From an optimization exercise on the open Yosys and OpenROAD flow, aimed at small area, a short achievable clock period and few clock cycles per item; shortcuts taken in it are not production practice.
Function was checked by simulation only, so behaviour that the tests miss may differ from the original.
Power figures rest on the tool's default switching activity, not on a simulated workload.

==> design/flow/design.v <==
module part4_mac(clk, reset, a, b, f, valid_in, valid_out);
    input clk, reset, valid_in;
    input signed [13:0] a, b;
    output logic signed [27:0] f;
    output logic valid_out;
  logic [13:0] a_r;
  logic [6:0] neg_r, one_r, two_r;
  logic pp0_1;
  logic pp0_2;
  logic pp0_3;
  logic pp0_4;
  logic pp0_5;
  logic pp0_6;
  logic pp0_7;
  logic pp0_8;
  logic pp0_9;
  logic pp0_10;
  logic pp0_11;
  logic pp0_12;
  logic pp0_13;
  logic pp0_14;
  logic pp0_15;
  logic pp1_16;
  logic pp1_17;
  logic pp1_18;
  logic pp1_19;
  logic pp1_20;
  logic pp1_21;
  logic pp1_22;
  logic pp1_23;
  logic pp1_24;
  logic pp1_25;
  logic pp1_26;
  logic pp1_27;
  logic pp1_28;
  logic pp1_29;
  logic pp1_30;
  logic pp2_31;
  logic pp2_32;
  logic pp2_33;
  logic pp2_34;
  logic pp2_35;
  logic pp2_36;
  logic pp2_37;
  logic pp2_38;
  logic pp2_39;
  logic pp2_40;
  logic pp2_41;
  logic pp2_42;
  logic pp2_43;
  logic pp2_44;
  logic pp2_45;
  logic pp3_46;
  logic pp3_47;
  logic pp3_48;
  logic pp3_49;
  logic pp3_50;
  logic pp3_51;
  logic pp3_52;
  logic pp3_53;
  logic pp3_54;
  logic pp3_55;
  logic pp3_56;
  logic pp3_57;
  logic pp3_58;
  logic pp3_59;
  logic pp3_60;
  logic pp4_61;
  logic pp4_62;
  logic pp4_63;
  logic pp4_64;
  logic pp4_65;
  logic pp4_66;
  logic pp4_67;
  logic pp4_68;
  logic pp4_69;
  logic pp4_70;
  logic pp4_71;
  logic pp4_72;
  logic pp4_73;
  logic pp4_74;
  logic pp4_75;
  logic pp5_76;
  logic pp5_77;
  logic pp5_78;
  logic pp5_79;
  logic pp5_80;
  logic pp5_81;
  logic pp5_82;
  logic pp5_83;
  logic pp5_84;
  logic pp5_85;
  logic pp5_86;
  logic pp5_87;
  logic pp5_88;
  logic pp5_89;
  logic pp5_90;
  logic pp6_91;
  logic pp6_92;
  logic pp6_93;
  logic pp6_94;
  logic pp6_95;
  logic pp6_96;
  logic pp6_97;
  logic pp6_98;
  logic pp6_99;
  logic pp6_100;
  logic pp6_101;
  logic pp6_102;
  logic pp6_103;
  logic pp6_104;
  logic pp6_105;
  logic s106;
  logic c107;
  logic s108;
  logic c109;
  logic s110;
  logic c111;
  logic s112;
  logic c113;
  logic s114;
  logic c115;
  logic s116;
  logic c117;
  logic s118;
  logic c119;
  logic s120;
  logic c121;
  logic s122;
  logic c123;
  logic s124;
  logic c125;
  logic s126;
  logic c127;
  logic s128;
  logic c129;
  logic s130;
  logic c131;
  logic s132;
  logic c133;
  logic s134;
  logic c135;
  logic s136;
  logic c137;
  logic s138;
  logic c139;
  logic s140;
  logic c141;
  logic s142;
  logic c143;
  logic s144;
  logic c145;
  logic s146;
  logic c147;
  logic s148;
  logic c149;
  logic s150;
  logic c151;
  logic s152;
  logic c153;
  logic s154;
  logic c155;
  logic s156;
  logic c157;
  logic s158;
  logic c159;
  logic s160;
  logic c161;
  logic s162;
  logic c163;
  logic s164;
  logic c165;
  logic s166;
  logic c167;
  logic s168;
  logic c169;
  logic s170;
  logic c171;
  logic s172;
  logic c173;
  logic s174;
  logic c175;
  logic s176;
  logic c177;
  logic s178;
  logic c179;
  logic s180;
  logic c181;
  logic s182;
  logic c183;
  logic s184;
  logic c185;
  logic s186;
  logic c187;
  logic s188;
  logic c189;
  logic s190;
  logic c191;
  logic s192;
  logic c193;
  logic s194;
  logic c195;
  logic s196;
  logic c197;
  logic s198;
  logic c199;
  logic s200;
  logic c201;
  logic s202;
  logic c203;
  logic s204;
  logic c205;
  logic s206;
  logic c207;
  logic s208;
  logic c209;
  logic s210;
  logic c211;
  logic s212;
  logic c213;
  logic s214;
  logic c215;
  logic s216;
  logic c217;
  logic s218;
  logic c219;
  logic s220;
  logic c221;
  logic s222;
  logic c223;
  logic s224;
  logic c225;
  logic s226;
  logic c227;
  logic s228;
  logic c229;
  logic s230;
  logic c231;
  logic s232;
  logic c233;
  logic s234;
  logic c235;
  logic s236;
  logic c237;
  logic s238;
  logic c239;
  logic s240;
  logic c241;
  logic s242;
  logic c243;
  logic s244;
  logic c245;
  logic s246;
  logic c247;
  logic s248;
  logic c249;
  logic s250;
  logic c251;
  logic s252;
  logic c253;
  logic s254;
  logic c255;
  logic s256;
  logic c257;
  logic s258;
  logic c259;
  logic s260;
  logic c261;
  logic s262;
  logic c263;
  logic s264;
  logic c265;
  logic s266;
  logic c267;
  logic s268;
  logic c269;
  logic s270;
  logic c271;
  logic s272;
  logic c273;
  logic s274;
  logic c275;
  logic s276;
  logic c277;
  logic s278;
  logic c279;
  logic s280;
  logic c281;
  logic s282;
  logic c283;
  logic s284;
  logic c285;
  logic s286;
  logic c287;
  logic s288;
  logic c289;
  logic s290;
  logic c291;
  logic s292;
  logic c293;
  logic s294;
  logic c295;
  logic s296;
  logic c297;
  logic s298;
  logic c299;
  logic s300;
  logic c301;
  logic s302;
  logic c303;
  logic s304;
  logic c305;
  logic s306;
  logic c307;
  logic s308;
  logic c309;
  logic s310;
  logic c311;
  logic s312;
  logic c313;
  logic s314;
  logic c315;
  logic s316;
  logic c317;
  logic s318;
  logic c319;
  logic s320;
  logic c321;
  logic s322;
  logic c323;
  logic s324;
  logic c325;
  logic s326;
  logic c327;
  logic s328;
  logic c329;
  logic sag330;
  logic sag331;
  logic sag332;
  logic sag333;
  logic sag334;
  logic sag335;
  logic sag336;
  logic sag337;
  logic sag338;
  logic sag339;
  logic sag340;
  logic sag341;
  logic sag342;
  logic sag343;
  logic sag344;
  logic sag345;
  logic sag346;
  logic sag347;
  logic sag348;
  logic sag349;
  logic sag350;
  logic sag351;
  logic sag352;
  logic sag353;
  logic sag354;
  logic sag355;
  logic sag356;
  logic sag357;
  logic sap358;
  logic sap359;
  logic sap360;
  logic sap361;
  logic sap362;
  logic sap363;
  logic sap364;
  logic sap365;
  logic sap366;
  logic sap367;
  logic sap368;
  logic sap369;
  logic sap370;
  logic sap371;
  logic sap372;
  logic sap373;
  logic sap374;
  logic sap375;
  logic sap376;
  logic sap377;
  logic sap378;
  logic sap379;
  logic sap380;
  logic sap381;
  logic sap382;
  logic sap383;
  logic sap384;
  logic sap385;
  logic saG386;
  logic saP387;
  logic saG388;
  logic saP389;
  logic saG390;
  logic saP391;
  logic saG392;
  logic saP393;
  logic saG394;
  logic saP395;
  logic saG396;
  logic saP397;
  logic saG398;
  logic saP399;
  logic saG400;
  logic saP401;
  logic saG402;
  logic saP403;
  logic saG404;
  logic saP405;
  logic saG406;
  logic saP407;
  logic saG408;
  logic saP409;
  logic saG410;
  logic saP411;
  logic saG412;
  logic saP413;
  logic saG414;
  logic saP415;
  logic saG416;
  logic saP417;
  logic saG418;
  logic saP419;
  logic saG420;
  logic saP421;
  logic saG422;
  logic saP423;
  logic saG424;
  logic saP425;
  logic saG426;
  logic saP427;
  logic saG428;
  logic saP429;
  logic saG430;
  logic saP431;
  logic saG432;
  logic saP433;
  logic saG434;
  logic saP435;
  logic saG436;
  logic saP437;
  logic saG438;
  logic saP439;
  logic saG440;
  logic saP441;
  logic saG442;
  logic saP443;
  logic saG444;
  logic saP445;
  logic saG446;
  logic saP447;
  logic saG448;
  logic saP449;
  logic saG450;
  logic saP451;
  logic saG452;
  logic saP453;
  logic saG454;
  logic saP455;
  logic saG456;
  logic saP457;
  logic saG458;
  logic saP459;
  logic saG460;
  logic saP461;
  logic saG462;
  logic saP463;
  logic saG464;
  logic saP465;
  logic saG466;
  logic saP467;
  logic saG468;
  logic saP469;
  logic saG470;
  logic saP471;
  logic saG472;
  logic saP473;
  logic saG474;
  logic saP475;
  logic saG476;
  logic saP477;
  logic saG478;
  logic saP479;
  logic saG480;
  logic saP481;
  logic saG482;
  logic saP483;
  logic saG484;
  logic saP485;
  logic saG486;
  logic saP487;
  logic saG488;
  logic saP489;
  logic saG490;
  logic saP491;
  logic saG492;
  logic saP493;
  logic saG494;
  logic saP495;
  logic saG496;
  logic saP497;
  logic saG498;
  logic saP499;
  logic saG500;
  logic saP501;
  logic saG502;
  logic saP503;
  logic saG504;
  logic saP505;
  logic saG506;
  logic saP507;
  logic saG508;
  logic saP509;
  logic saG510;
  logic saP511;
  logic saG512;
  logic saP513;
  logic sas514;
  logic sas515;
  logic sas516;
  logic sas517;
  logic sas518;
  logic sas519;
  logic sas520;
  logic sas521;
  logic sas522;
  logic sas523;
  logic sas524;
  logic sas525;
  logic sas526;
  logic sas527;
  logic sas528;
  logic sas529;
  logic sas530;
  logic sas531;
  logic sas532;
  logic sas533;
  logic sas534;
  logic sas535;
  logic sas536;
  logic sas537;
  logic sas538;
  logic sas539;
  logic sas540;
  logic [27:0] accx;
  logic r1_c0_0;
  logic r1_c0_1;
  logic r1_c1_0;
  logic r1_c2_0;
  logic r1_c2_1;
  logic r1_c3_0;
  logic r1_c3_1;
  logic r1_c4_0;
  logic r1_c4_1;
  logic r1_c5_0;
  logic r1_c5_1;
  logic r1_c6_0;
  logic r1_c6_1;
  logic r1_c7_0;
  logic r1_c7_1;
  logic r1_c8_0;
  logic r1_c8_1;
  logic r1_c9_0;
  logic r1_c9_1;
  logic r1_c10_0;
  logic r1_c10_1;
  logic r1_c11_0;
  logic r1_c11_1;
  logic r1_c12_0;
  logic r1_c12_1;
  logic r1_c13_0;
  logic r1_c13_1;
  logic r1_c14_0;
  logic r1_c14_1;
  logic r1_c15_0;
  logic r1_c15_1;
  logic r1_c16_0;
  logic r1_c16_1;
  logic r1_c17_0;
  logic r1_c17_1;
  logic r1_c18_0;
  logic r1_c18_1;
  logic r1_c19_0;
  logic r1_c19_1;
  logic r1_c20_0;
  logic r1_c20_1;
  logic r1_c21_0;
  logic r1_c21_1;
  logic r1_c22_0;
  logic r1_c22_1;
  logic r1_c23_0;
  logic r1_c23_1;
  logic r1_c24_0;
  logic r1_c24_1;
  logic r1_c25_0;
  logic r1_c25_1;
  logic r1_c26_0;
  logic r1_c26_1;
  logic [1:0] sgn;
  logic sp_r;
  assign sp_r = sgn[1];
  assign pp0_1 = (one_r[0] & a_r[0]) ^ neg_r[0];
  assign pp0_2 = ((one_r[0] & a_r[1]) | (two_r[0] & a_r[0])) ^ neg_r[0];
  assign pp0_3 = ((one_r[0] & a_r[2]) | (two_r[0] & a_r[1])) ^ neg_r[0];
  assign pp0_4 = ((one_r[0] & a_r[3]) | (two_r[0] & a_r[2])) ^ neg_r[0];
  assign pp0_5 = ((one_r[0] & a_r[4]) | (two_r[0] & a_r[3])) ^ neg_r[0];
  assign pp0_6 = ((one_r[0] & a_r[5]) | (two_r[0] & a_r[4])) ^ neg_r[0];
  assign pp0_7 = ((one_r[0] & a_r[6]) | (two_r[0] & a_r[5])) ^ neg_r[0];
  assign pp0_8 = ((one_r[0] & a_r[7]) | (two_r[0] & a_r[6])) ^ neg_r[0];
  assign pp0_9 = ((one_r[0] & a_r[8]) | (two_r[0] & a_r[7])) ^ neg_r[0];
  assign pp0_10 = ((one_r[0] & a_r[9]) | (two_r[0] & a_r[8])) ^ neg_r[0];
  assign pp0_11 = ((one_r[0] & a_r[10]) | (two_r[0] & a_r[9])) ^ neg_r[0];
  assign pp0_12 = ((one_r[0] & a_r[11]) | (two_r[0] & a_r[10])) ^ neg_r[0];
  assign pp0_13 = ((one_r[0] & a_r[12]) | (two_r[0] & a_r[11])) ^ neg_r[0];
  assign pp0_14 = ((one_r[0] & a_r[13]) | (two_r[0] & a_r[12])) ^ neg_r[0];
  assign pp0_15 = ~(((one_r[0] & a_r[13]) | (two_r[0] & a_r[13])) ^ neg_r[0]);
  assign pp1_16 = (one_r[1] & a_r[0]) ^ neg_r[1];
  assign pp1_17 = ((one_r[1] & a_r[1]) | (two_r[1] & a_r[0])) ^ neg_r[1];
  assign pp1_18 = ((one_r[1] & a_r[2]) | (two_r[1] & a_r[1])) ^ neg_r[1];
  assign pp1_19 = ((one_r[1] & a_r[3]) | (two_r[1] & a_r[2])) ^ neg_r[1];
  assign pp1_20 = ((one_r[1] & a_r[4]) | (two_r[1] & a_r[3])) ^ neg_r[1];
  assign pp1_21 = ((one_r[1] & a_r[5]) | (two_r[1] & a_r[4])) ^ neg_r[1];
  assign pp1_22 = ((one_r[1] & a_r[6]) | (two_r[1] & a_r[5])) ^ neg_r[1];
  assign pp1_23 = ((one_r[1] & a_r[7]) | (two_r[1] & a_r[6])) ^ neg_r[1];
  assign pp1_24 = ((one_r[1] & a_r[8]) | (two_r[1] & a_r[7])) ^ neg_r[1];
  assign pp1_25 = ((one_r[1] & a_r[9]) | (two_r[1] & a_r[8])) ^ neg_r[1];
  assign pp1_26 = ((one_r[1] & a_r[10]) | (two_r[1] & a_r[9])) ^ neg_r[1];
  assign pp1_27 = ((one_r[1] & a_r[11]) | (two_r[1] & a_r[10])) ^ neg_r[1];
  assign pp1_28 = ((one_r[1] & a_r[12]) | (two_r[1] & a_r[11])) ^ neg_r[1];
  assign pp1_29 = ((one_r[1] & a_r[13]) | (two_r[1] & a_r[12])) ^ neg_r[1];
  assign pp1_30 = ~(((one_r[1] & a_r[13]) | (two_r[1] & a_r[13])) ^ neg_r[1]);
  assign pp2_31 = (one_r[2] & a_r[0]) ^ neg_r[2];
  assign pp2_32 = ((one_r[2] & a_r[1]) | (two_r[2] & a_r[0])) ^ neg_r[2];
  assign pp2_33 = ((one_r[2] & a_r[2]) | (two_r[2] & a_r[1])) ^ neg_r[2];
  assign pp2_34 = ((one_r[2] & a_r[3]) | (two_r[2] & a_r[2])) ^ neg_r[2];
  assign pp2_35 = ((one_r[2] & a_r[4]) | (two_r[2] & a_r[3])) ^ neg_r[2];
  assign pp2_36 = ((one_r[2] & a_r[5]) | (two_r[2] & a_r[4])) ^ neg_r[2];
  assign pp2_37 = ((one_r[2] & a_r[6]) | (two_r[2] & a_r[5])) ^ neg_r[2];
  assign pp2_38 = ((one_r[2] & a_r[7]) | (two_r[2] & a_r[6])) ^ neg_r[2];
  assign pp2_39 = ((one_r[2] & a_r[8]) | (two_r[2] & a_r[7])) ^ neg_r[2];
  assign pp2_40 = ((one_r[2] & a_r[9]) | (two_r[2] & a_r[8])) ^ neg_r[2];
  assign pp2_41 = ((one_r[2] & a_r[10]) | (two_r[2] & a_r[9])) ^ neg_r[2];
  assign pp2_42 = ((one_r[2] & a_r[11]) | (two_r[2] & a_r[10])) ^ neg_r[2];
  assign pp2_43 = ((one_r[2] & a_r[12]) | (two_r[2] & a_r[11])) ^ neg_r[2];
  assign pp2_44 = ((one_r[2] & a_r[13]) | (two_r[2] & a_r[12])) ^ neg_r[2];
  assign pp2_45 = ~(((one_r[2] & a_r[13]) | (two_r[2] & a_r[13])) ^ neg_r[2]);
  assign pp3_46 = (one_r[3] & a_r[0]) ^ neg_r[3];
  assign pp3_47 = ((one_r[3] & a_r[1]) | (two_r[3] & a_r[0])) ^ neg_r[3];
  assign pp3_48 = ((one_r[3] & a_r[2]) | (two_r[3] & a_r[1])) ^ neg_r[3];
  assign pp3_49 = ((one_r[3] & a_r[3]) | (two_r[3] & a_r[2])) ^ neg_r[3];
  assign pp3_50 = ((one_r[3] & a_r[4]) | (two_r[3] & a_r[3])) ^ neg_r[3];
  assign pp3_51 = ((one_r[3] & a_r[5]) | (two_r[3] & a_r[4])) ^ neg_r[3];
  assign pp3_52 = ((one_r[3] & a_r[6]) | (two_r[3] & a_r[5])) ^ neg_r[3];
  assign pp3_53 = ((one_r[3] & a_r[7]) | (two_r[3] & a_r[6])) ^ neg_r[3];
  assign pp3_54 = ((one_r[3] & a_r[8]) | (two_r[3] & a_r[7])) ^ neg_r[3];
  assign pp3_55 = ((one_r[3] & a_r[9]) | (two_r[3] & a_r[8])) ^ neg_r[3];
  assign pp3_56 = ((one_r[3] & a_r[10]) | (two_r[3] & a_r[9])) ^ neg_r[3];
  assign pp3_57 = ((one_r[3] & a_r[11]) | (two_r[3] & a_r[10])) ^ neg_r[3];
  assign pp3_58 = ((one_r[3] & a_r[12]) | (two_r[3] & a_r[11])) ^ neg_r[3];
  assign pp3_59 = ((one_r[3] & a_r[13]) | (two_r[3] & a_r[12])) ^ neg_r[3];
  assign pp3_60 = ~(((one_r[3] & a_r[13]) | (two_r[3] & a_r[13])) ^ neg_r[3]);
  assign pp4_61 = (one_r[4] & a_r[0]) ^ neg_r[4];
  assign pp4_62 = ((one_r[4] & a_r[1]) | (two_r[4] & a_r[0])) ^ neg_r[4];
  assign pp4_63 = ((one_r[4] & a_r[2]) | (two_r[4] & a_r[1])) ^ neg_r[4];
  assign pp4_64 = ((one_r[4] & a_r[3]) | (two_r[4] & a_r[2])) ^ neg_r[4];
  assign pp4_65 = ((one_r[4] & a_r[4]) | (two_r[4] & a_r[3])) ^ neg_r[4];
  assign pp4_66 = ((one_r[4] & a_r[5]) | (two_r[4] & a_r[4])) ^ neg_r[4];
  assign pp4_67 = ((one_r[4] & a_r[6]) | (two_r[4] & a_r[5])) ^ neg_r[4];
  assign pp4_68 = ((one_r[4] & a_r[7]) | (two_r[4] & a_r[6])) ^ neg_r[4];
  assign pp4_69 = ((one_r[4] & a_r[8]) | (two_r[4] & a_r[7])) ^ neg_r[4];
  assign pp4_70 = ((one_r[4] & a_r[9]) | (two_r[4] & a_r[8])) ^ neg_r[4];
  assign pp4_71 = ((one_r[4] & a_r[10]) | (two_r[4] & a_r[9])) ^ neg_r[4];
  assign pp4_72 = ((one_r[4] & a_r[11]) | (two_r[4] & a_r[10])) ^ neg_r[4];
  assign pp4_73 = ((one_r[4] & a_r[12]) | (two_r[4] & a_r[11])) ^ neg_r[4];
  assign pp4_74 = ((one_r[4] & a_r[13]) | (two_r[4] & a_r[12])) ^ neg_r[4];
  assign pp4_75 = ~(((one_r[4] & a_r[13]) | (two_r[4] & a_r[13])) ^ neg_r[4]);
  assign pp5_76 = (one_r[5] & a_r[0]) ^ neg_r[5];
  assign pp5_77 = ((one_r[5] & a_r[1]) | (two_r[5] & a_r[0])) ^ neg_r[5];
  assign pp5_78 = ((one_r[5] & a_r[2]) | (two_r[5] & a_r[1])) ^ neg_r[5];
  assign pp5_79 = ((one_r[5] & a_r[3]) | (two_r[5] & a_r[2])) ^ neg_r[5];
  assign pp5_80 = ((one_r[5] & a_r[4]) | (two_r[5] & a_r[3])) ^ neg_r[5];
  assign pp5_81 = ((one_r[5] & a_r[5]) | (two_r[5] & a_r[4])) ^ neg_r[5];
  assign pp5_82 = ((one_r[5] & a_r[6]) | (two_r[5] & a_r[5])) ^ neg_r[5];
  assign pp5_83 = ((one_r[5] & a_r[7]) | (two_r[5] & a_r[6])) ^ neg_r[5];
  assign pp5_84 = ((one_r[5] & a_r[8]) | (two_r[5] & a_r[7])) ^ neg_r[5];
  assign pp5_85 = ((one_r[5] & a_r[9]) | (two_r[5] & a_r[8])) ^ neg_r[5];
  assign pp5_86 = ((one_r[5] & a_r[10]) | (two_r[5] & a_r[9])) ^ neg_r[5];
  assign pp5_87 = ((one_r[5] & a_r[11]) | (two_r[5] & a_r[10])) ^ neg_r[5];
  assign pp5_88 = ((one_r[5] & a_r[12]) | (two_r[5] & a_r[11])) ^ neg_r[5];
  assign pp5_89 = ((one_r[5] & a_r[13]) | (two_r[5] & a_r[12])) ^ neg_r[5];
  assign pp5_90 = ~(((one_r[5] & a_r[13]) | (two_r[5] & a_r[13])) ^ neg_r[5]);
  assign pp6_91 = (one_r[6] & a_r[0]) ^ neg_r[6];
  assign pp6_92 = ((one_r[6] & a_r[1]) | (two_r[6] & a_r[0])) ^ neg_r[6];
  assign pp6_93 = ((one_r[6] & a_r[2]) | (two_r[6] & a_r[1])) ^ neg_r[6];
  assign pp6_94 = ((one_r[6] & a_r[3]) | (two_r[6] & a_r[2])) ^ neg_r[6];
  assign pp6_95 = ((one_r[6] & a_r[4]) | (two_r[6] & a_r[3])) ^ neg_r[6];
  assign pp6_96 = ((one_r[6] & a_r[5]) | (two_r[6] & a_r[4])) ^ neg_r[6];
  assign pp6_97 = ((one_r[6] & a_r[6]) | (two_r[6] & a_r[5])) ^ neg_r[6];
  assign pp6_98 = ((one_r[6] & a_r[7]) | (two_r[6] & a_r[6])) ^ neg_r[6];
  assign pp6_99 = ((one_r[6] & a_r[8]) | (two_r[6] & a_r[7])) ^ neg_r[6];
  assign pp6_100 = ((one_r[6] & a_r[9]) | (two_r[6] & a_r[8])) ^ neg_r[6];
  assign pp6_101 = ((one_r[6] & a_r[10]) | (two_r[6] & a_r[9])) ^ neg_r[6];
  assign pp6_102 = ((one_r[6] & a_r[11]) | (two_r[6] & a_r[10])) ^ neg_r[6];
  assign pp6_103 = ((one_r[6] & a_r[12]) | (two_r[6] & a_r[11])) ^ neg_r[6];
  assign pp6_104 = ((one_r[6] & a_r[13]) | (two_r[6] & a_r[12])) ^ neg_r[6];
  assign pp6_105 = ~(((one_r[6] & a_r[13]) | (two_r[6] & a_r[13])) ^ neg_r[6]);
  assign s106 = neg_r[5] ^ pp5_76;
  assign c107 = neg_r[5] & pp5_76;
  assign s108 = pp5_77 ^ pp4_64;
  assign c109 = pp5_77 & pp4_64;
  assign s110 = neg_r[6] ^ pp6_91 ^ pp5_78;
  assign c111 = (neg_r[6] & pp6_91) | (neg_r[6] & pp5_78) | (pp6_91 & pp5_78);
  assign s112 = pp4_65 ^ pp3_52;
  assign c113 = pp4_65 & pp3_52;
  assign s114 = pp6_92 ^ pp5_79 ^ pp4_66;
  assign c115 = (pp6_92 & pp5_79) | (pp6_92 & pp4_66) | (pp5_79 & pp4_66);
  assign s116 = pp3_53 ^ pp2_40;
  assign c117 = pp3_53 & pp2_40;
  assign s118 = 1'b1 ^ pp6_93 ^ pp5_80;
  assign c119 = (1'b1 & pp6_93) | (1'b1 & pp5_80) | (pp6_93 & pp5_80);
  assign s120 = pp4_67 ^ pp3_54 ^ pp2_41;
  assign c121 = (pp4_67 & pp3_54) | (pp4_67 & pp2_41) | (pp3_54 & pp2_41);
  assign s122 = 1'b1 ^ pp6_94 ^ pp5_81;
  assign c123 = (1'b1 & pp6_94) | (1'b1 & pp5_81) | (pp6_94 & pp5_81);
  assign s124 = pp4_68 ^ pp3_55;
  assign c125 = pp4_68 & pp3_55;
  assign s126 = pp6_95 ^ pp5_82 ^ pp4_69;
  assign c127 = (pp6_95 & pp5_82) | (pp6_95 & pp4_69) | (pp5_82 & pp4_69);
  assign s128 = 1'b1 ^ pp6_96;
  assign c129 = 1'b1 & pp6_96;
  assign s130 = neg_r[3] ^ pp3_46;
  assign c131 = neg_r[3] & pp3_46;
  assign s132 = pp3_47 ^ pp2_34;
  assign c133 = pp3_47 & pp2_34;
  assign s134 = neg_r[4] ^ pp4_61 ^ pp3_48;
  assign c135 = (neg_r[4] & pp4_61) | (neg_r[4] & pp3_48) | (pp4_61 & pp3_48);
  assign s136 = pp2_35 ^ pp1_22;
  assign c137 = pp2_35 & pp1_22;
  assign s138 = pp4_62 ^ pp3_49 ^ pp2_36;
  assign c139 = (pp4_62 & pp3_49) | (pp4_62 & pp2_36) | (pp3_49 & pp2_36);
  assign s140 = pp1_23 ^ pp0_10;
  assign c141 = pp1_23 & pp0_10;
  assign s142 = pp4_63 ^ pp3_50 ^ pp2_37;
  assign c143 = (pp4_63 & pp3_50) | (pp4_63 & pp2_37) | (pp3_50 & pp2_37);
  assign s144 = pp1_24 ^ pp0_11 ^ s106;
  assign c145 = (pp1_24 & pp0_11) | (pp1_24 & s106) | (pp0_11 & s106);
  assign s146 = pp3_51 ^ pp2_38 ^ pp1_25;
  assign c147 = (pp3_51 & pp2_38) | (pp3_51 & pp1_25) | (pp2_38 & pp1_25);
  assign s148 = pp0_12 ^ s108 ^ c107;
  assign c149 = (pp0_12 & s108) | (pp0_12 & c107) | (s108 & c107);
  assign s150 = pp2_39 ^ pp1_26 ^ pp0_13;
  assign c151 = (pp2_39 & pp1_26) | (pp2_39 & pp0_13) | (pp1_26 & pp0_13);
  assign s152 = s112 ^ s110 ^ c109;
  assign c153 = (s112 & s110) | (s112 & c109) | (s110 & c109);
  assign s154 = pp1_27 ^ pp0_14 ^ s116;
  assign c155 = (pp1_27 & pp0_14) | (pp1_27 & s116) | (pp0_14 & s116);
  assign s156 = s114 ^ c113 ^ c111;
  assign c157 = (s114 & c113) | (s114 & c111) | (c113 & c111);
  assign s158 = pp1_28 ^ pp0_15 ^ s120;
  assign c159 = (pp1_28 & pp0_15) | (pp1_28 & s120) | (pp0_15 & s120);
  assign s160 = s118 ^ c117 ^ c115;
  assign c161 = (s118 & c117) | (s118 & c115) | (c117 & c115);
  assign s162 = pp2_42 ^ pp1_29 ^ s124;
  assign c163 = (pp2_42 & pp1_29) | (pp2_42 & s124) | (pp1_29 & s124);
  assign s164 = s122 ^ c121 ^ c119;
  assign c165 = (s122 & c121) | (s122 & c119) | (c121 & c119);
  assign s166 = pp3_56 ^ pp2_43 ^ pp1_30;
  assign c167 = (pp3_56 & pp2_43) | (pp3_56 & pp1_30) | (pp2_43 & pp1_30);
  assign s168 = s126 ^ c125 ^ c123;
  assign c169 = (s126 & c125) | (s126 & c123) | (c125 & c123);
  assign s170 = pp5_83 ^ pp4_70 ^ pp3_57;
  assign c171 = (pp5_83 & pp4_70) | (pp5_83 & pp3_57) | (pp4_70 & pp3_57);
  assign s172 = pp2_44 ^ s128 ^ c127;
  assign c173 = (pp2_44 & s128) | (pp2_44 & c127) | (s128 & c127);
  assign s174 = pp6_97 ^ pp5_84 ^ pp4_71;
  assign c175 = (pp6_97 & pp5_84) | (pp6_97 & pp4_71) | (pp5_84 & pp4_71);
  assign s176 = pp3_58 ^ pp2_45 ^ c129;
  assign c177 = (pp3_58 & pp2_45) | (pp3_58 & c129) | (pp2_45 & c129);
  assign s178 = 1'b1 ^ pp6_98 ^ pp5_85;
  assign c179 = (1'b1 & pp6_98) | (1'b1 & pp5_85) | (pp6_98 & pp5_85);
  assign s180 = pp4_72 ^ pp3_59;
  assign c181 = pp4_72 & pp3_59;
  assign s182 = pp6_99 ^ pp5_86 ^ pp4_73;
  assign c183 = (pp6_99 & pp5_86) | (pp6_99 & pp4_73) | (pp5_86 & pp4_73);
  assign s184 = 1'b1 ^ pp6_100;
  assign c185 = 1'b1 & pp6_100;
  assign s186 = neg_r[2] ^ pp2_31;
  assign c187 = neg_r[2] & pp2_31;
  assign s188 = pp2_32 ^ pp1_19;
  assign c189 = pp2_32 & pp1_19;
  assign s190 = pp2_33 ^ pp1_20 ^ pp0_7;
  assign c191 = (pp2_33 & pp1_20) | (pp2_33 & pp0_7) | (pp1_20 & pp0_7);
  assign s192 = pp1_21 ^ pp0_8 ^ s132;
  assign c193 = (pp1_21 & pp0_8) | (pp1_21 & s132) | (pp0_8 & s132);
  assign s194 = pp0_9 ^ s136 ^ s134;
  assign c195 = (pp0_9 & s136) | (pp0_9 & s134) | (s136 & s134);
  assign s196 = s140 ^ s138 ^ c137;
  assign c197 = (s140 & s138) | (s140 & c137) | (s138 & c137);
  assign s198 = s144 ^ s142 ^ c141;
  assign c199 = (s144 & s142) | (s144 & c141) | (s142 & c141);
  assign s200 = s148 ^ s146 ^ c145;
  assign c201 = (s148 & s146) | (s148 & c145) | (s146 & c145);
  assign s202 = s152 ^ s150 ^ c149;
  assign c203 = (s152 & s150) | (s152 & c149) | (s150 & c149);
  assign s204 = s156 ^ s154 ^ c153;
  assign c205 = (s156 & s154) | (s156 & c153) | (s154 & c153);
  assign s206 = s160 ^ s158 ^ c157;
  assign c207 = (s160 & s158) | (s160 & c157) | (s158 & c157);
  assign s208 = s164 ^ s162 ^ c161;
  assign c209 = (s164 & s162) | (s164 & c161) | (s162 & c161);
  assign s210 = s168 ^ s166 ^ c165;
  assign c211 = (s168 & s166) | (s168 & c165) | (s166 & c165);
  assign s212 = s172 ^ s170 ^ c169;
  assign c213 = (s172 & s170) | (s172 & c169) | (s170 & c169);
  assign s214 = s176 ^ s174 ^ c173;
  assign c215 = (s176 & s174) | (s176 & c173) | (s174 & c173);
  assign s216 = s180 ^ s178 ^ c177;
  assign c217 = (s180 & s178) | (s180 & c177) | (s178 & c177);
  assign s218 = pp3_60 ^ s182 ^ c181;
  assign c219 = (pp3_60 & s182) | (pp3_60 & c181) | (s182 & c181);
  assign s220 = pp5_87 ^ pp4_74 ^ s184;
  assign c221 = (pp5_87 & pp4_74) | (pp5_87 & s184) | (pp4_74 & s184);
  assign s222 = pp6_101 ^ pp5_88 ^ pp4_75;
  assign c223 = (pp6_101 & pp5_88) | (pp6_101 & pp4_75) | (pp5_88 & pp4_75);
  assign s224 = 1'b1 ^ pp6_102;
  assign c225 = 1'b1 & pp6_102;
  assign s226 = neg_r[1] ^ pp1_16;
  assign c227 = neg_r[1] & pp1_16;
  assign s228 = pp1_17 ^ pp0_4;
  assign c229 = pp1_17 & pp0_4;
  assign s230 = pp1_18 ^ pp0_5 ^ s186;
  assign c231 = (pp1_18 & pp0_5) | (pp1_18 & s186) | (pp0_5 & s186);
  assign s232 = pp0_6 ^ s188 ^ c187;
  assign c233 = (pp0_6 & s188) | (pp0_6 & c187) | (s188 & c187);
  assign s234 = s130 ^ s190 ^ c189;
  assign c235 = (s130 & s190) | (s130 & c189) | (s190 & c189);
  assign s236 = c131 ^ s192 ^ c191;
  assign c237 = (c131 & s192) | (c131 & c191) | (s192 & c191);
  assign s238 = c133 ^ s194 ^ c193;
  assign c239 = (c133 & s194) | (c133 & c193) | (s194 & c193);
  assign s240 = c135 ^ s196 ^ c195;
  assign c241 = (c135 & s196) | (c135 & c195) | (s196 & c195);
  assign s242 = c139 ^ s198 ^ c197;
  assign c243 = (c139 & s198) | (c139 & c197) | (s198 & c197);
  assign s244 = c143 ^ s200 ^ c199;
  assign c245 = (c143 & s200) | (c143 & c199) | (s200 & c199);
  assign s246 = c147 ^ s202 ^ c201;
  assign c247 = (c147 & s202) | (c147 & c201) | (s202 & c201);
  assign s248 = c151 ^ s204 ^ c203;
  assign c249 = (c151 & s204) | (c151 & c203) | (s204 & c203);
  assign s250 = c155 ^ s206 ^ c205;
  assign c251 = (c155 & s206) | (c155 & c205) | (s206 & c205);
  assign s252 = c159 ^ s208 ^ c207;
  assign c253 = (c159 & s208) | (c159 & c207) | (s208 & c207);
  assign s254 = c163 ^ s210 ^ c209;
  assign c255 = (c163 & s210) | (c163 & c209) | (s210 & c209);
  assign s256 = c167 ^ s212 ^ c211;
  assign c257 = (c167 & s212) | (c167 & c211) | (s212 & c211);
  assign s258 = c171 ^ s214 ^ c213;
  assign c259 = (c171 & s214) | (c171 & c213) | (s214 & c213);
  assign s260 = c175 ^ s216 ^ c215;
  assign c261 = (c175 & s216) | (c175 & c215) | (s216 & c215);
  assign s262 = c179 ^ s218 ^ c217;
  assign c263 = (c179 & s218) | (c179 & c217) | (s218 & c217);
  assign s264 = c183 ^ s220 ^ c219;
  assign c265 = (c183 & s220) | (c183 & c219) | (s220 & c219);
  assign s266 = c185 ^ s222 ^ c221;
  assign c267 = (c185 & s222) | (c185 & c221) | (s222 & c221);
  assign s268 = pp5_89 ^ s224 ^ c223;
  assign c269 = (pp5_89 & s224) | (pp5_89 & c223) | (s224 & c223);
  assign s270 = pp6_103 ^ pp5_90 ^ c225;
  assign c271 = (pp6_103 & pp5_90) | (pp6_103 & c225) | (pp5_90 & c225);
  assign s272 = 1'b1 ^ pp6_104;
  assign c273 = 1'b1 & pp6_104;
  assign s274 = accx[0] ^ r1_c0_0 ^ r1_c0_1;
  assign c275 = (accx[0] & r1_c0_0) | (accx[0] & r1_c0_1) | (r1_c0_0 & r1_c0_1);
  assign s276 = accx[1] ^ r1_c1_0;
  assign c277 = accx[1] & r1_c1_0;
  assign s278 = accx[2] ^ r1_c2_0 ^ r1_c2_1;
  assign c279 = (accx[2] & r1_c2_0) | (accx[2] & r1_c2_1) | (r1_c2_0 & r1_c2_1);
  assign s280 = accx[3] ^ r1_c3_0 ^ r1_c3_1;
  assign c281 = (accx[3] & r1_c3_0) | (accx[3] & r1_c3_1) | (r1_c3_0 & r1_c3_1);
  assign s282 = accx[4] ^ r1_c4_0 ^ r1_c4_1;
  assign c283 = (accx[4] & r1_c4_0) | (accx[4] & r1_c4_1) | (r1_c4_0 & r1_c4_1);
  assign s284 = accx[5] ^ r1_c5_0 ^ r1_c5_1;
  assign c285 = (accx[5] & r1_c5_0) | (accx[5] & r1_c5_1) | (r1_c5_0 & r1_c5_1);
  assign s286 = accx[6] ^ r1_c6_0 ^ r1_c6_1;
  assign c287 = (accx[6] & r1_c6_0) | (accx[6] & r1_c6_1) | (r1_c6_0 & r1_c6_1);
  assign s288 = accx[7] ^ r1_c7_0 ^ r1_c7_1;
  assign c289 = (accx[7] & r1_c7_0) | (accx[7] & r1_c7_1) | (r1_c7_0 & r1_c7_1);
  assign s290 = accx[8] ^ r1_c8_0 ^ r1_c8_1;
  assign c291 = (accx[8] & r1_c8_0) | (accx[8] & r1_c8_1) | (r1_c8_0 & r1_c8_1);
  assign s292 = accx[9] ^ r1_c9_0 ^ r1_c9_1;
  assign c293 = (accx[9] & r1_c9_0) | (accx[9] & r1_c9_1) | (r1_c9_0 & r1_c9_1);
  assign s294 = accx[10] ^ r1_c10_0 ^ r1_c10_1;
  assign c295 = (accx[10] & r1_c10_0) | (accx[10] & r1_c10_1) | (r1_c10_0 & r1_c10_1);
  assign s296 = accx[11] ^ r1_c11_0 ^ r1_c11_1;
  assign c297 = (accx[11] & r1_c11_0) | (accx[11] & r1_c11_1) | (r1_c11_0 & r1_c11_1);
  assign s298 = accx[12] ^ r1_c12_0 ^ r1_c12_1;
  assign c299 = (accx[12] & r1_c12_0) | (accx[12] & r1_c12_1) | (r1_c12_0 & r1_c12_1);
  assign s300 = accx[13] ^ r1_c13_0 ^ r1_c13_1;
  assign c301 = (accx[13] & r1_c13_0) | (accx[13] & r1_c13_1) | (r1_c13_0 & r1_c13_1);
  assign s302 = accx[14] ^ r1_c14_0 ^ r1_c14_1;
  assign c303 = (accx[14] & r1_c14_0) | (accx[14] & r1_c14_1) | (r1_c14_0 & r1_c14_1);
  assign s304 = accx[15] ^ r1_c15_0 ^ r1_c15_1;
  assign c305 = (accx[15] & r1_c15_0) | (accx[15] & r1_c15_1) | (r1_c15_0 & r1_c15_1);
  assign s306 = accx[16] ^ r1_c16_0 ^ r1_c16_1;
  assign c307 = (accx[16] & r1_c16_0) | (accx[16] & r1_c16_1) | (r1_c16_0 & r1_c16_1);
  assign s308 = accx[17] ^ r1_c17_0 ^ r1_c17_1;
  assign c309 = (accx[17] & r1_c17_0) | (accx[17] & r1_c17_1) | (r1_c17_0 & r1_c17_1);
  assign s310 = accx[18] ^ r1_c18_0 ^ r1_c18_1;
  assign c311 = (accx[18] & r1_c18_0) | (accx[18] & r1_c18_1) | (r1_c18_0 & r1_c18_1);
  assign s312 = accx[19] ^ r1_c19_0 ^ r1_c19_1;
  assign c313 = (accx[19] & r1_c19_0) | (accx[19] & r1_c19_1) | (r1_c19_0 & r1_c19_1);
  assign s314 = accx[20] ^ r1_c20_0 ^ r1_c20_1;
  assign c315 = (accx[20] & r1_c20_0) | (accx[20] & r1_c20_1) | (r1_c20_0 & r1_c20_1);
  assign s316 = accx[21] ^ r1_c21_0 ^ r1_c21_1;
  assign c317 = (accx[21] & r1_c21_0) | (accx[21] & r1_c21_1) | (r1_c21_0 & r1_c21_1);
  assign s318 = accx[22] ^ r1_c22_0 ^ r1_c22_1;
  assign c319 = (accx[22] & r1_c22_0) | (accx[22] & r1_c22_1) | (r1_c22_0 & r1_c22_1);
  assign s320 = accx[23] ^ r1_c23_0 ^ r1_c23_1;
  assign c321 = (accx[23] & r1_c23_0) | (accx[23] & r1_c23_1) | (r1_c23_0 & r1_c23_1);
  assign s322 = accx[24] ^ r1_c24_0 ^ r1_c24_1;
  assign c323 = (accx[24] & r1_c24_0) | (accx[24] & r1_c24_1) | (r1_c24_0 & r1_c24_1);
  assign s324 = accx[25] ^ r1_c25_0 ^ r1_c25_1;
  assign c325 = (accx[25] & r1_c25_0) | (accx[25] & r1_c25_1) | (r1_c25_0 & r1_c25_1);
  assign s326 = accx[26] ^ r1_c26_0 ^ r1_c26_1;
  assign c327 = (accx[26] & r1_c26_0) | (accx[26] & r1_c26_1) | (r1_c26_0 & r1_c26_1);
  assign s328 = accx[27] ^ 1'b1;
  assign c329 = accx[27] & 1'b1;
  assign sag330 = s274 & 1'b0;
  assign sag331 = s276 & c275;
  assign sag332 = s278 & c277;
  assign sag333 = s280 & c279;
  assign sag334 = s282 & c281;
  assign sag335 = s284 & c283;
  assign sag336 = s286 & c285;
  assign sag337 = s288 & c287;
  assign sag338 = s290 & c289;
  assign sag339 = s292 & c291;
  assign sag340 = s294 & c293;
  assign sag341 = s296 & c295;
  assign sag342 = s298 & c297;
  assign sag343 = s300 & c299;
  assign sag344 = s302 & c301;
  assign sag345 = s304 & c303;
  assign sag346 = s306 & c305;
  assign sag347 = s308 & c307;
  assign sag348 = s310 & c309;
  assign sag349 = s312 & c311;
  assign sag350 = s314 & c313;
  assign sag351 = s316 & c315;
  assign sag352 = s318 & c317;
  assign sag353 = s320 & c319;
  assign sag354 = s322 & c321;
  assign sag355 = s324 & c323;
  assign sag356 = s326 & c325;
  assign sag357 = s328 & c327;
  assign sap358 = s274 ^ 1'b0;
  assign sap359 = s276 ^ c275;
  assign sap360 = s278 ^ c277;
  assign sap361 = s280 ^ c279;
  assign sap362 = s282 ^ c281;
  assign sap363 = s284 ^ c283;
  assign sap364 = s286 ^ c285;
  assign sap365 = s288 ^ c287;
  assign sap366 = s290 ^ c289;
  assign sap367 = s292 ^ c291;
  assign sap368 = s294 ^ c293;
  assign sap369 = s296 ^ c295;
  assign sap370 = s298 ^ c297;
  assign sap371 = s300 ^ c299;
  assign sap372 = s302 ^ c301;
  assign sap373 = s304 ^ c303;
  assign sap374 = s306 ^ c305;
  assign sap375 = s308 ^ c307;
  assign sap376 = s310 ^ c309;
  assign sap377 = s312 ^ c311;
  assign sap378 = s314 ^ c313;
  assign sap379 = s316 ^ c315;
  assign sap380 = s318 ^ c317;
  assign sap381 = s320 ^ c319;
  assign sap382 = s322 ^ c321;
  assign sap383 = s324 ^ c323;
  assign sap384 = s326 ^ c325;
  assign sap385 = s328 ^ c327;
  assign saG386 = sag331 | (sap359 & sag330);
  assign saP387 = sap359 & sap358;
  assign saG388 = sag333 | (sap361 & sag332);
  assign saP389 = sap361 & sap360;
  assign saG390 = sag335 | (sap363 & sag334);
  assign saP391 = sap363 & sap362;
  assign saG392 = sag337 | (sap365 & sag336);
  assign saP393 = sap365 & sap364;
  assign saG394 = sag339 | (sap367 & sag338);
  assign saP395 = sap367 & sap366;
  assign saG396 = sag341 | (sap369 & sag340);
  assign saP397 = sap369 & sap368;
  assign saG398 = sag343 | (sap371 & sag342);
  assign saP399 = sap371 & sap370;
  assign saG400 = sag345 | (sap373 & sag344);
  assign saP401 = sap373 & sap372;
  assign saG402 = sag347 | (sap375 & sag346);
  assign saP403 = sap375 & sap374;
  assign saG404 = sag349 | (sap377 & sag348);
  assign saP405 = sap377 & sap376;
  assign saG406 = sag351 | (sap379 & sag350);
  assign saP407 = sap379 & sap378;
  assign saG408 = sag353 | (sap381 & sag352);
  assign saP409 = sap381 & sap380;
  assign saG410 = sag355 | (sap383 & sag354);
  assign saP411 = sap383 & sap382;
  assign saG412 = sag357 | (sap385 & sag356);
  assign saP413 = sap385 & sap384;
  assign saG414 = sag332 | (sap360 & saG386);
  assign saP415 = sap360 & saP387;
  assign saG416 = saG388 | (saP389 & saG386);
  assign saP417 = saP389 & saP387;
  assign saG418 = sag336 | (sap364 & saG390);
  assign saP419 = sap364 & saP391;
  assign saG420 = saG392 | (saP393 & saG390);
  assign saP421 = saP393 & saP391;
  assign saG422 = sag340 | (sap368 & saG394);
  assign saP423 = sap368 & saP395;
  assign saG424 = saG396 | (saP397 & saG394);
  assign saP425 = saP397 & saP395;
  assign saG426 = sag344 | (sap372 & saG398);
  assign saP427 = sap372 & saP399;
  assign saG428 = saG400 | (saP401 & saG398);
  assign saP429 = saP401 & saP399;
  assign saG430 = sag348 | (sap376 & saG402);
  assign saP431 = sap376 & saP403;
  assign saG432 = saG404 | (saP405 & saG402);
  assign saP433 = saP405 & saP403;
  assign saG434 = sag352 | (sap380 & saG406);
  assign saP435 = sap380 & saP407;
  assign saG436 = saG408 | (saP409 & saG406);
  assign saP437 = saP409 & saP407;
  assign saG438 = sag356 | (sap384 & saG410);
  assign saP439 = sap384 & saP411;
  assign saG440 = saG412 | (saP413 & saG410);
  assign saP441 = saP413 & saP411;
  assign saG442 = sag334 | (sap362 & saG416);
  assign saP443 = sap362 & saP417;
  assign saG444 = saG390 | (saP391 & saG416);
  assign saP445 = saP391 & saP417;
  assign saG446 = saG418 | (saP419 & saG416);
  assign saP447 = saP419 & saP417;
  assign saG448 = saG420 | (saP421 & saG416);
  assign saP449 = saP421 & saP417;
  assign saG450 = sag342 | (sap370 & saG424);
  assign saP451 = sap370 & saP425;
  assign saG452 = saG398 | (saP399 & saG424);
  assign saP453 = saP399 & saP425;
  assign saG454 = saG426 | (saP427 & saG424);
  assign saP455 = saP427 & saP425;
  assign saG456 = saG428 | (saP429 & saG424);
  assign saP457 = saP429 & saP425;
  assign saG458 = sag350 | (sap378 & saG432);
  assign saP459 = sap378 & saP433;
  assign saG460 = saG406 | (saP407 & saG432);
  assign saP461 = saP407 & saP433;
  assign saG462 = saG434 | (saP435 & saG432);
  assign saP463 = saP435 & saP433;
  assign saG464 = saG436 | (saP437 & saG432);
  assign saP465 = saP437 & saP433;
  assign saG466 = sag338 | (sap366 & saG448);
  assign saP467 = sap366 & saP449;
  assign saG468 = saG394 | (saP395 & saG448);
  assign saP469 = saP395 & saP449;
  assign saG470 = saG422 | (saP423 & saG448);
  assign saP471 = saP423 & saP449;
  assign saG472 = saG424 | (saP425 & saG448);
  assign saP473 = saP425 & saP449;
  assign saG474 = saG450 | (saP451 & saG448);
  assign saP475 = saP451 & saP449;
  assign saG476 = saG452 | (saP453 & saG448);
  assign saP477 = saP453 & saP449;
  assign saG478 = saG454 | (saP455 & saG448);
  assign saP479 = saP455 & saP449;
  assign saG480 = saG456 | (saP457 & saG448);
  assign saP481 = saP457 & saP449;
  assign saG482 = sag354 | (sap382 & saG464);
  assign saP483 = sap382 & saP465;
  assign saG484 = saG410 | (saP411 & saG464);
  assign saP485 = saP411 & saP465;
  assign saG486 = saG438 | (saP439 & saG464);
  assign saP487 = saP439 & saP465;
  assign saG488 = saG440 | (saP441 & saG464);
  assign saP489 = saP441 & saP465;
  assign saG490 = sag346 | (sap374 & saG480);
  assign saP491 = sap374 & saP481;
  assign saG492 = saG402 | (saP403 & saG480);
  assign saP493 = saP403 & saP481;
  assign saG494 = saG430 | (saP431 & saG480);
  assign saP495 = saP431 & saP481;
  assign saG496 = saG432 | (saP433 & saG480);
  assign saP497 = saP433 & saP481;
  assign saG498 = saG458 | (saP459 & saG480);
  assign saP499 = saP459 & saP481;
  assign saG500 = saG460 | (saP461 & saG480);
  assign saP501 = saP461 & saP481;
  assign saG502 = saG462 | (saP463 & saG480);
  assign saP503 = saP463 & saP481;
  assign saG504 = saG464 | (saP465 & saG480);
  assign saP505 = saP465 & saP481;
  assign saG506 = saG482 | (saP483 & saG480);
  assign saP507 = saP483 & saP481;
  assign saG508 = saG484 | (saP485 & saG480);
  assign saP509 = saP485 & saP481;
  assign saG510 = saG486 | (saP487 & saG480);
  assign saP511 = saP487 & saP481;
  assign saG512 = saG488 | (saP489 & saG480);
  assign saP513 = saP489 & saP481;
  assign sas514 = sap359 ^ sag330;
  assign sas515 = sap360 ^ saG386;
  assign sas516 = sap361 ^ saG414;
  assign sas517 = sap362 ^ saG416;
  assign sas518 = sap363 ^ saG442;
  assign sas519 = sap364 ^ saG444;
  assign sas520 = sap365 ^ saG446;
  assign sas521 = sap366 ^ saG448;
  assign sas522 = sap367 ^ saG466;
  assign sas523 = sap368 ^ saG468;
  assign sas524 = sap369 ^ saG470;
  assign sas525 = sap370 ^ saG472;
  assign sas526 = sap371 ^ saG474;
  assign sas527 = sap372 ^ saG476;
  assign sas528 = sap373 ^ saG478;
  assign sas529 = sap374 ^ saG480;
  assign sas530 = sap375 ^ saG490;
  assign sas531 = sap376 ^ saG492;
  assign sas532 = sap377 ^ saG494;
  assign sas533 = sap378 ^ saG496;
  assign sas534 = sap379 ^ saG498;
  assign sas535 = sap380 ^ saG500;
  assign sas536 = sap381 ^ saG502;
  assign sas537 = sap382 ^ saG504;
  assign sas538 = sap383 ^ saG506;
  assign sas539 = sap384 ^ saG508;
  assign sas540 = sap385 ^ saG510;
  logic [1:0] v;       
  logic [0:0] rd;      
  logic take;
  assign take = valid_in & ~reset;
  always_ff @(posedge clk) begin
    a_r <= take ? a : 14'd0;    
    neg_r[0] <= b[1];
    one_r[0] <= b[0] ^ 1'b0;
    two_r[0] <= (b[1] ^ b[0]) & ~(b[0] ^ 1'b0);
    neg_r[1] <= b[3];
    one_r[1] <= b[2] ^ b[1];
    two_r[1] <= (b[3] ^ b[2]) & ~(b[2] ^ b[1]);
    neg_r[2] <= b[5];
    one_r[2] <= b[4] ^ b[3];
    two_r[2] <= (b[5] ^ b[4]) & ~(b[4] ^ b[3]);
    neg_r[3] <= b[7];
    one_r[3] <= b[6] ^ b[5];
    two_r[3] <= (b[7] ^ b[6]) & ~(b[6] ^ b[5]);
    neg_r[4] <= b[9];
    one_r[4] <= b[8] ^ b[7];
    two_r[4] <= (b[9] ^ b[8]) & ~(b[8] ^ b[7]);
    neg_r[5] <= b[11];
    one_r[5] <= b[10] ^ b[9];
    two_r[5] <= (b[11] ^ b[10]) & ~(b[10] ^ b[9]);
    neg_r[6] <= b[13];
    one_r[6] <= b[12] ^ b[11];
    two_r[6] <= (b[13] ^ b[12]) & ~(b[12] ^ b[11]);
    sgn <= {sgn, a[13] ^ b[13]};
    r1_c0_0 <= pp0_1;
    r1_c0_1 <= neg_r[0];
    r1_c1_0 <= pp0_2;
    r1_c2_0 <= s226;
    r1_c2_1 <= pp0_3;
    r1_c3_0 <= c227;
    r1_c3_1 <= s228;
    r1_c4_0 <= c229;
    r1_c4_1 <= s230;
    r1_c5_0 <= c231;
    r1_c5_1 <= s232;
    r1_c6_0 <= c233;
    r1_c6_1 <= s234;
    r1_c7_0 <= c235;
    r1_c7_1 <= s236;
    r1_c8_0 <= c237;
    r1_c8_1 <= s238;
    r1_c9_0 <= c239;
    r1_c9_1 <= s240;
    r1_c10_0 <= c241;
    r1_c10_1 <= s242;
    r1_c11_0 <= c243;
    r1_c11_1 <= s244;
    r1_c12_0 <= c245;
    r1_c12_1 <= s246;
    r1_c13_0 <= c247;
    r1_c13_1 <= s248;
    r1_c14_0 <= c249;
    r1_c14_1 <= s250;
    r1_c15_0 <= c251;
    r1_c15_1 <= s252;
    r1_c16_0 <= c253;
    r1_c16_1 <= s254;
    r1_c17_0 <= c255;
    r1_c17_1 <= s256;
    r1_c18_0 <= c257;
    r1_c18_1 <= s258;
    r1_c19_0 <= c259;
    r1_c19_1 <= s260;
    r1_c20_0 <= c261;
    r1_c20_1 <= s262;
    r1_c21_0 <= c263;
    r1_c21_1 <= s264;
    r1_c22_0 <= c265;
    r1_c22_1 <= s266;
    r1_c23_0 <= c267;
    r1_c23_1 <= s268;
    r1_c24_0 <= c269;
    r1_c24_1 <= s270;
    r1_c25_0 <= c271;
    r1_c25_1 <= s272;
    r1_c26_0 <= c273;
    r1_c26_1 <= pp6_105;
  end
  always_ff @(posedge clk) begin
    if (reset) begin
      v <= '0;
      valid_out <= 1'b0;
    end else begin
      v <= {v, valid_in};
      valid_out <= v[1];
    end
    rd <= reset;
  end
  logic [27:0] sum, raw;
  logic ovp, ovn, zr, clr, keep, ovp_n, ovn_n;
  assign clr = reset | (|rd);
  assign accx[26:0] = {27{ovp}} | (raw[26:0] & {27{keep}});
  assign accx[27] = ovn | (raw[27] & ~ovp & ~zr);
  assign f = accx;
  assign sum = {sas540, sas539, sas538, sas537, sas536, sas535, sas534, sas533, sas532, sas531, sas530, sas529, sas528, sas527, sas526, sas525, sas524, sas523, sas522, sas521, sas520, sas519, sas518, sas517, sas516, sas515, sas514, sap358};
  assign ovp_n = ~clr & ~accx[27] & ~sp_r & sum[27];
  assign ovn_n = ~clr & accx[27] & sp_r & ~sum[27];
  always_ff @(posedge clk) begin
    raw <= sum;
    zr <= clr;
    ovp <= ovp_n;
    ovn <= ovn_n;
    keep <= ~clr & ~ovn_n;    
  end
endmodule
==> design/flow/run.sh <==
#!/bin/bash
# synth_recipe.tcl (not shown) runs the flow's synth.tcl, then flattens the netlist and writes it again
# the make line also repeats each setting of config.mk as NAME=value (left out here)
make -C /OpenROAD-flow-scripts/flow DESIGN_CONFIG=/design/flow/config.mk WORK_HOME=/design/flow/orfs CLKGATE_MAP_FILE= SYNTH_SCRIPT=/design/flow/synth_recipe.tcl finish
==> design/flow/config.mk <==
export PLATFORM = sky130hd
export DESIGN_NAME = part4_mac
export DESIGN_NICKNAME = part4_mac
export VERILOG_FILES = /design/flow/design.v
export SDC_FILE = /design/flow/constraint.sdc
export NUM_CORES = 4
export LEC_CHECK = 0
export CAP_MARGIN = 20
export CORE_MARGIN = 2
export CORE_UTILIZATION = 40
export SETUP_SLACK_MARGIN = 2.8
export SLEW_MARGIN = 20
==> design/flow/constraint.sdc <==
create_clock -name core_clock -period 6.0 [get_ports {clk}]
set_input_delay 1.2000 -clock core_clock [delete_from_list [all_inputs] [get_ports {clk}]]
set_output_delay 1.2000 -clock core_clock [all_outputs]
set_load 0.01 [all_outputs]
==> flow_summary.ini, run 1 <==
[run_status]
outcome = timing/DRC/antenna clean

[route]
route.met3.wl_um = 1060
first_pass_iters = 5
wl_met2_um = 8960
vias = 5914
wire_per_inst_um = 16.3
top_layer_used = met4
drc_errors = 0
detail-route-antenna-nets = 0
vias_per_cell = 4.81
drt_iter0_markers = 378
met1_length_um = 9560
wl_um = 20000

[synthesis]
synth-seq-cells = 126
yosys.area.top_type = dfxtp_1
ys_top_cells_by_area = dfxtp_1 29%, fa_1 21%, xnor2_1 8.3%
synth_ff_type = dfxtp_1
synth_edf_count = 0
synth_top_area_share = 0.294
async_flop_share = 0
ys_warn_count = 1
ys_types = 45
synth_most_common_cell = inv_1
syn_inst = 880
synth_commonest_cells = 186 x inv_1, 126 x dfxtp_1, 91 x a22oi_1, 91 x fa_1, 81 x xnor2_1
syn-cell-area_mm2 = 0.00858
postSynthAreaPerCell_um2 = 9.75
ys_seq_area_frac = 0.294
syn_nets = 1042

[timing]
max-slew-margin-rel = 0.416
fin_worst_skew_ns = 0.00839
min_period_ns = 3.34
hold_ws_ns = 0.336
maxSlewViolCount = 0
hold_violations = 0
rsz0062_at_grt = true
clock.fmax_mhz = 300
max_slew.worst_pin.slew_ns = 0.875
finalSetupViolCount = 0
setup-tns-final_ns = 0
period_share = 0.556

[cts]
cts-root-buf = clkbuf_16
clock_sinks = 126
htree_levels = 4
clkTransAtPathRegs_ns = 0.06
ctsHoldBuffers = 0
cts_tree = built
clkLatencyLatePin_ns = 0.42
clk_path_buf_depth = 2
cts_buffers = 17

[final_layout]
area_growth_syn_to_layout_pct = 24.1
diodes = 0
instances_no_fill = 1229
drive_gt1_frac = 0.151
layout.nets = 1105
fillers = 1876

[critical_path]
ff2ff_path_depth = 13
critPathArrivalTime_ns = 3.64
crit_chain = buf_4 -> buf_4 -> a21o_1 -> fa_1 -> ha_4 -> inv_1 -> a2111o_1 -> o2bb2ai_4 -> buf_4 -> a41oi_4 -> o31ai_4 -> a21oi_1 -> xnor2_1
cp.depth = 13
cp_common_cell = buf_4
cp-end-kind = register
max_stage_delay_ns = 0.51
start_kind = register
path_class = reg2reg
critPathTopFamily = compound AO/OA/AOI/OAI gates
cp.required_ns = 6.31
worst_path_max_delay_cell = fa_1
crit_buf_inv = 4
path_max_fanout = 5

[floorplan]
io_pins = 60
rows = 53
die_h_um = 150
core_region_area_mm2 = 0.0210
dieArea_mm2 = 0.0226
start_util = 0.408
dieWidth_um = 150

[worst_hold_path]
holdCritPathClass = reg2reg
hold_depth = 0

[placed_design]
dpl.cell_count = 1163
hpwlAfterDp_um = 13500
gp_congestion = 0.836
io_buffer_count = 59

[power]
ir_drop_mv = 0.227
p_leak_nw = 4.74
power_density_mw_per_mm2 = 525

[global_route]
gr-total-overflow = 0
grt_max_degree = 17
grt_pass1_vias = 5996
antenna_found_initial = 0
grt_pass1_wl_um = 32100
track_usage = 0.185

[run]
maxCapViolCount = 0
## logic make-up after synthesis
group | count (synthesis) | synth area share
buffers and inverters | 237 | 0.104
DFF | 126 | 0.294
and+or+nand+nor | 81 | 0.0487
xor gates and xnor gates | 129 | 0.133
muxes | 2 | 0.00263
AOI/OAI and AO/OA | 174 | 0.146
adders and majority gates | 131 | 0.271
## metal layers
| metal | vias up | track usage |
|---|---|---|
| li1 | 2897 | - |
| met1 | 2839 | 0.259 |
| met4 | 0 | 0.0670 |
| met5 | - | 0 |
| met2 | 151 | 0.277 |
| met3 | 27 | 0.0467 |
## per-stage QoR
step | instance area (um^2) | worst slack (ns) | power [mW] | utilization
2_1_floorplan | 8670 | 2.80 | 3.26 | -
3_3_place_gp | 9350 | 2.17 | 3.87 | 0.445
3_5_place_dp | 9350 | 2.06 | 3.90 | 0.445
4_1_cts | 10400 | 2.74 | 5.22 | 0.492
5_1_grt | 10600 | 2.54 | 6.08 | 0.506
6_report | 10600 | 2.66 | 5.58 | 0.506
## report_power, final
group          leakage, nW  switching [mW]  total [mW]  internal [mW]
Sequential            1.07           0.145        1.29           1.14
Clock                0.277           0.369       0.981          0.612
Combinational         3.40            1.73        3.31           1.59
Total                 4.74            2.24        5.58           3.35
## sequential cells by signal, indices dropped and copies added (netlist names), 2 cells and up
signal	cells
a_r	14
neg_r	7
one_r	7
raw	28
sgn	2
two_r	7
v	2
## layout make-up
cell class	instances	area (um^2)	share of cell area
multi-input combinational	517	5470	0.514
sequential	126	2610	0.245
timing repair buffer	95	956	0.0898
inverter	186	698	0.0656
clock buffer	18	439	0.0413
tap	275	344	0.0323
clock inverter	12	123	0.0115
## worst paths after layout
check	start	endpoint	slack (ns)
setup reg to reg	keep	raw[22]	2.66
hold reg to reg	sgn[0]	sgn[1]	0.34
setup / recovery	keep	raw[22]	2.66
hold / removal	sgn[0]	sgn[1]	0.34
## cell usage in the layout (no fill, tap or decap), drive strengths merged, types with 2 or more instances in the layout
master / instances
a2111o: 2
a211o: 2
a21o: 30
a21oi: 16
a22oi: 91
and2: 18
buf: 36
bufinv: 2
clkbuf: 18
clkdlybuf4s50: 58
clkinv: 8
clkinvlp: 2
dfxtp: 126
fa: 91
ha: 40
inv: 186
mux2: 2
nand2: 26
nand3: 2
nor2: 15
nor2b: 7
nor3: 3
nor3b: 2
o21a: 2
o21ai: 20
o21bai: 2
or3: 2
xnor2: 81
xor2: 47
## timing repair
item / in CTS / in global routing
pin swaps: 16 / 28
setup buffers: 29 / 7
gates resized for setup: 54 / 51
setup endpoints to repair: 60 / 30
Testbench counts, summed over its fixed seeds: cycles 4,824, items 4,800.
==> run 2: changes to the inputs <==
==> design/flow/flow/run.sh (new file) <==
#!/bin/bash
# The standard layout, with the I/O ports buffered by buf_2 cells.
set -uo pipefail
bash standard.sh BUFFER_PORTS_ARGS="-buffer_cell sky130_fd_sc_hd__buf_2" finish > standard.log 2>&1
==> design/flow/standard.sh (new file) <==
#!/bin/bash
# synth_recipe.tcl (not shown) runs the flow's synth.tcl, then flattens the netlist and writes it again
# the make line also repeats each setting of config.mk as NAME=value (left out here)
make -C /OpenROAD-flow-scripts/flow DESIGN_CONFIG=/design/flow/config.mk WORK_HOME=/design/flow/orfs CLKGATE_MAP_FILE= SYNTH_SCRIPT=/design/flow/synth_recipe.tcl "${@:-finish}"
--- a/design/flow/config.mk
+++ b/design/flow/config.mk
@@ -8,5 +8,5 @@
 export CAP_MARGIN = 20
 export CORE_MARGIN = 2
 export CORE_UTILIZATION = 40
-export SETUP_SLACK_MARGIN = 2.8
+export SETUP_SLACK_MARGIN = 3.1
 export SLEW_MARGIN = 20
removed: design/flow/run.sh
==> flow_summary.ini, run 2 <==
[final_layout]
drive_gt1_frac = 0.282
top_regs = raw: 28 flops, a_r: 14 flops
area_growth_syn_to_layout_pct = 25.3
diodes = 0
final_cell_mix = 174 x inv_1, 93 x dfxtp_1, 83 x fa_1
final_cell_area_mm2 = 0.0107
postLayoutCoreUtil = 0.511
top_register = raw
largest_register_ffs = 28
layout.nets = 1139
layout_commonest_cell = inv_1

[run]
maxCapViolCount = 0

[timing]
hold_violations = 0
fin_worst_skew_ns = 0.0167
clock.fmax_mhz = 304
setup-tns-final_ns = 0
maxSlewViolCount = 0
setup_slack_ns = 2.71
rsz0062_at_grt = true
finalSetupViolCount = 0
min_period_ns = 3.29
max-slew-margin-rel = 0.384
max_slew.worst_pin.slew_ns = 0.922
period_share = 0.549

[critical_path]
ff2ff_path_depth = 12
path_max_fanout = 7
r2r_slack_ns = 2.71
critPathArrivalTime_ns = 3.60
cp.required_ns = 6.31
start_kind = register
r2r-start = keep
cp-end-kind = register
path_class = reg2reg
r2r_end = keep

[placed_design]
io_buffer_count = 59
placed_area_mm2 = 0.00914
dp_slack_ns = 2.16
gp_congestion = 0.854
hpwlAfterDp_um = 13800

[synthesis]
ys_types = 45
synth_edf_count = 0
synth_most_common_cell = inv_1
syn_inst = 880
postSynthAreaPerCell_um2 = 9.75
synth_ff_type = dfxtp_1
syn-cell-area_mm2 = 0.00858
synth-seq-cells = 126
synth_commonest_cells = 186 x inv_1, 126 x dfxtp_1, 91 x a22oi_1, 91 x fa_1, 81 x xnor2_1
ys_top_cells_by_area = dfxtp_1 29%, fa_1 21%, xnor2_1 8.3%
yosys.area.top_type = dfxtp_1
syn_nets = 1042
ys_seq_area_frac = 0.294
synth_top_area_share = 0.294
ys_warn_count = 1
async_flop_share = 0

[power]
p_switching_mw = 2.27
intPower_mw = 3.31
combPwrFrac = 0.589
power_frac_clock = 0.183
ir_drop_mv = 0.247
p_leak_nw = 4.98
swShare = 0.407
p_seq_frac = 0.228
power_density_mw_per_mm2 = 519

[cts]
clk_path_buf_depth = 2
clkLatencyLatePin_ns = 0.43
htree_levels = 4
clkTransAtPathRegs_ns = 0.06
cts_buffers = 17
cts_tree = built
cts-root-buf = clkbuf_16
clock_sinks = 126

[floorplan]
dieArea_mm2 = 0.0226
rows = 53
core_region_area_mm2 = 0.0210
io_pins = 60
start_util = 0.408
die_h_um = 150
dieWidth_um = 150

[global_route]
antenna_found_initial = 0
track_usage = 0.187
gr-total-overflow = 0
grt_max_degree = 17
grt_pass1_wl_um = 32400
grt_pass1_vias = 6059

[route]
drc_errors = 0
vias = 6132
vias_per_cell = 4.85
wl_um = 20400
drt_iter0_markers = 359
wire_per_inst_um = 16.1
detail-route-antenna-nets = 0
first_pass_iters = 5

[worst_hold_path]
hold_depth = 0
hold_end = sgn[1]
holdCritPathClass = reg2reg
min-delay-start = sgn[0]

[run_status]
outcome = timing/DRC/antenna clean
## run 2: cell counts after synthesis
Identical to the previous run, type by type.
## run 2: cell type report
| type | instances | area (um^2) |
|---|---|---|
| clock buffers | 20 | 457 |
| clock inverters | 12 | 136 |
| fillers | 1832 | 10300 |
| inverters | 186 | 698 |
| multi-input cells | 517 | 5590 |
| flip-flops and latches | 126 | 2630 |
| well taps | 275 | 344 |
| repair buffers | 129 | 891 |
## run 2: cell families (layout without fill, tap and decap cells)
logic type / Yosys count / in the layout / share of synthesized area
XOR/XNOR: 129 / 129 / 0.133
multiplexers: 2 / 2 / 0.00263
adder cells (fa/ha/maj): 131 / 131 / 0.271
flip-flops: 126 / 126 / 0.294
buffers and inverters: 237 / 347 / 0.104
AND/OR/NAND/NOR: 81 / 81 / 0.0487
AO/OA/AOI/OAI: 174 / 174 / 0.146
## run 2: power by group through the flow
stage          sequential [mW]  clock, mW  combinational (mW)
2_1_floorplan             1.22          0                2.11
5_1_grt                   1.30       1.08                3.70
3_3_place_gp              1.31          0                2.55
3_5_place_dp              1.32          0                2.59
4_1_cts                   1.27       1.04                2.89
6_report                  1.27       1.02                3.28
## run 2: worst max path at each step
stage / start / end / slack (ns) / cells after the start
finish: keep / keep / 2.71 / 12
global route: keep / keep / 2.63 / 14
CTS: keep / keep / 2.76 / 13
detailed placement: keep / keep / 2.16 / 12
global placement: keep / keep / 2.22 / 12
floorplan: keep / raw[9] / 2.81 / 13
## run 2: critical path, cell delays in order (launching register included)
cell       delay (ns)
dfxtp_4          0.37
buf_12           0.13
clkbuf_16        0.15
a21o_1           0.22
fa_2             0.40
ha_4             0.23
a2111o_1         0.44
a21oi_4          0.17
o2bb2ai_4        0.11
and3b_4          0.21
o2111a_2         0.28
o21a_1           0.22
o31a_1           0.25
## run 2: layer usage
metal  up-vias  track usage  share of wire
met2       180        0.278           0.45
met1      2952        0.267           0.48
met5         -            0              0
met3        23       0.0403          0.059
met4         0       0.0675          0.015
li1       2977            -              -
## run 2: what timing repair did
action	4_1_cts	5_1_grt
pin swaps	3	38
setup endpoints to repair	71	35
hold buffers	0	0
hold endpoints to repair	0	0
gates resized for setup	63	56
gates cloned	0	1
buffers inserted	34	35
## run 2: metrics by stage
| stage | cells | power, mW | hold slack, ns |
|---|---|---|---|
| 2_1_floorplan | 880 | 3.33 | 0.310 |
| 3_3_place_gp | 1163 | 3.86 | 0.317 |
| 3_5_place_dp | 1163 | 3.91 | 0.325 |
| 4_1_cts | 1229 | 5.20 | 0.338 |
| 5_1_grt | 1265 | 6.08 | 0.348 |
| 6_report | 1265 | 5.57 | 0.336 |

## separate check: timing with driven ports
The results above use ideal ports. As a check the final layouts listed here were re-extracted and re-timed, cells and wires unchanged. Step 1 (the two cells are an assumption about what drives the block):
set clk [get_ports {clk}]
set_driving_cell -lib_cell sky130_fd_sc_hd__clkbuf_16 $clk
set_driving_cell -lib_cell sky130_fd_sc_hd__buf_2 [delete_from_list [all_inputs] $clk]
Step 2 adds t to the input delays and takes it off the output delays; t is the mean of the earliest and latest rising clock arrival at the registers after step 1. Input paths then give back, and output paths get back, about the clock's delay inside the block. Three values: no drivers, after step 1, after step 2; two values: the first two.
run	t (ns)	slack for setup (ns)	worst hold slack (ns)
run 1	0.460	2.664 / 2.664 / 2.664	0.336 / 0.336 / 0.336
run 2	0.469	2.709 / 2.709 / 2.709	0.336 / 0.336 / 0.336
After both steps setup and hold are still met in every run listed.
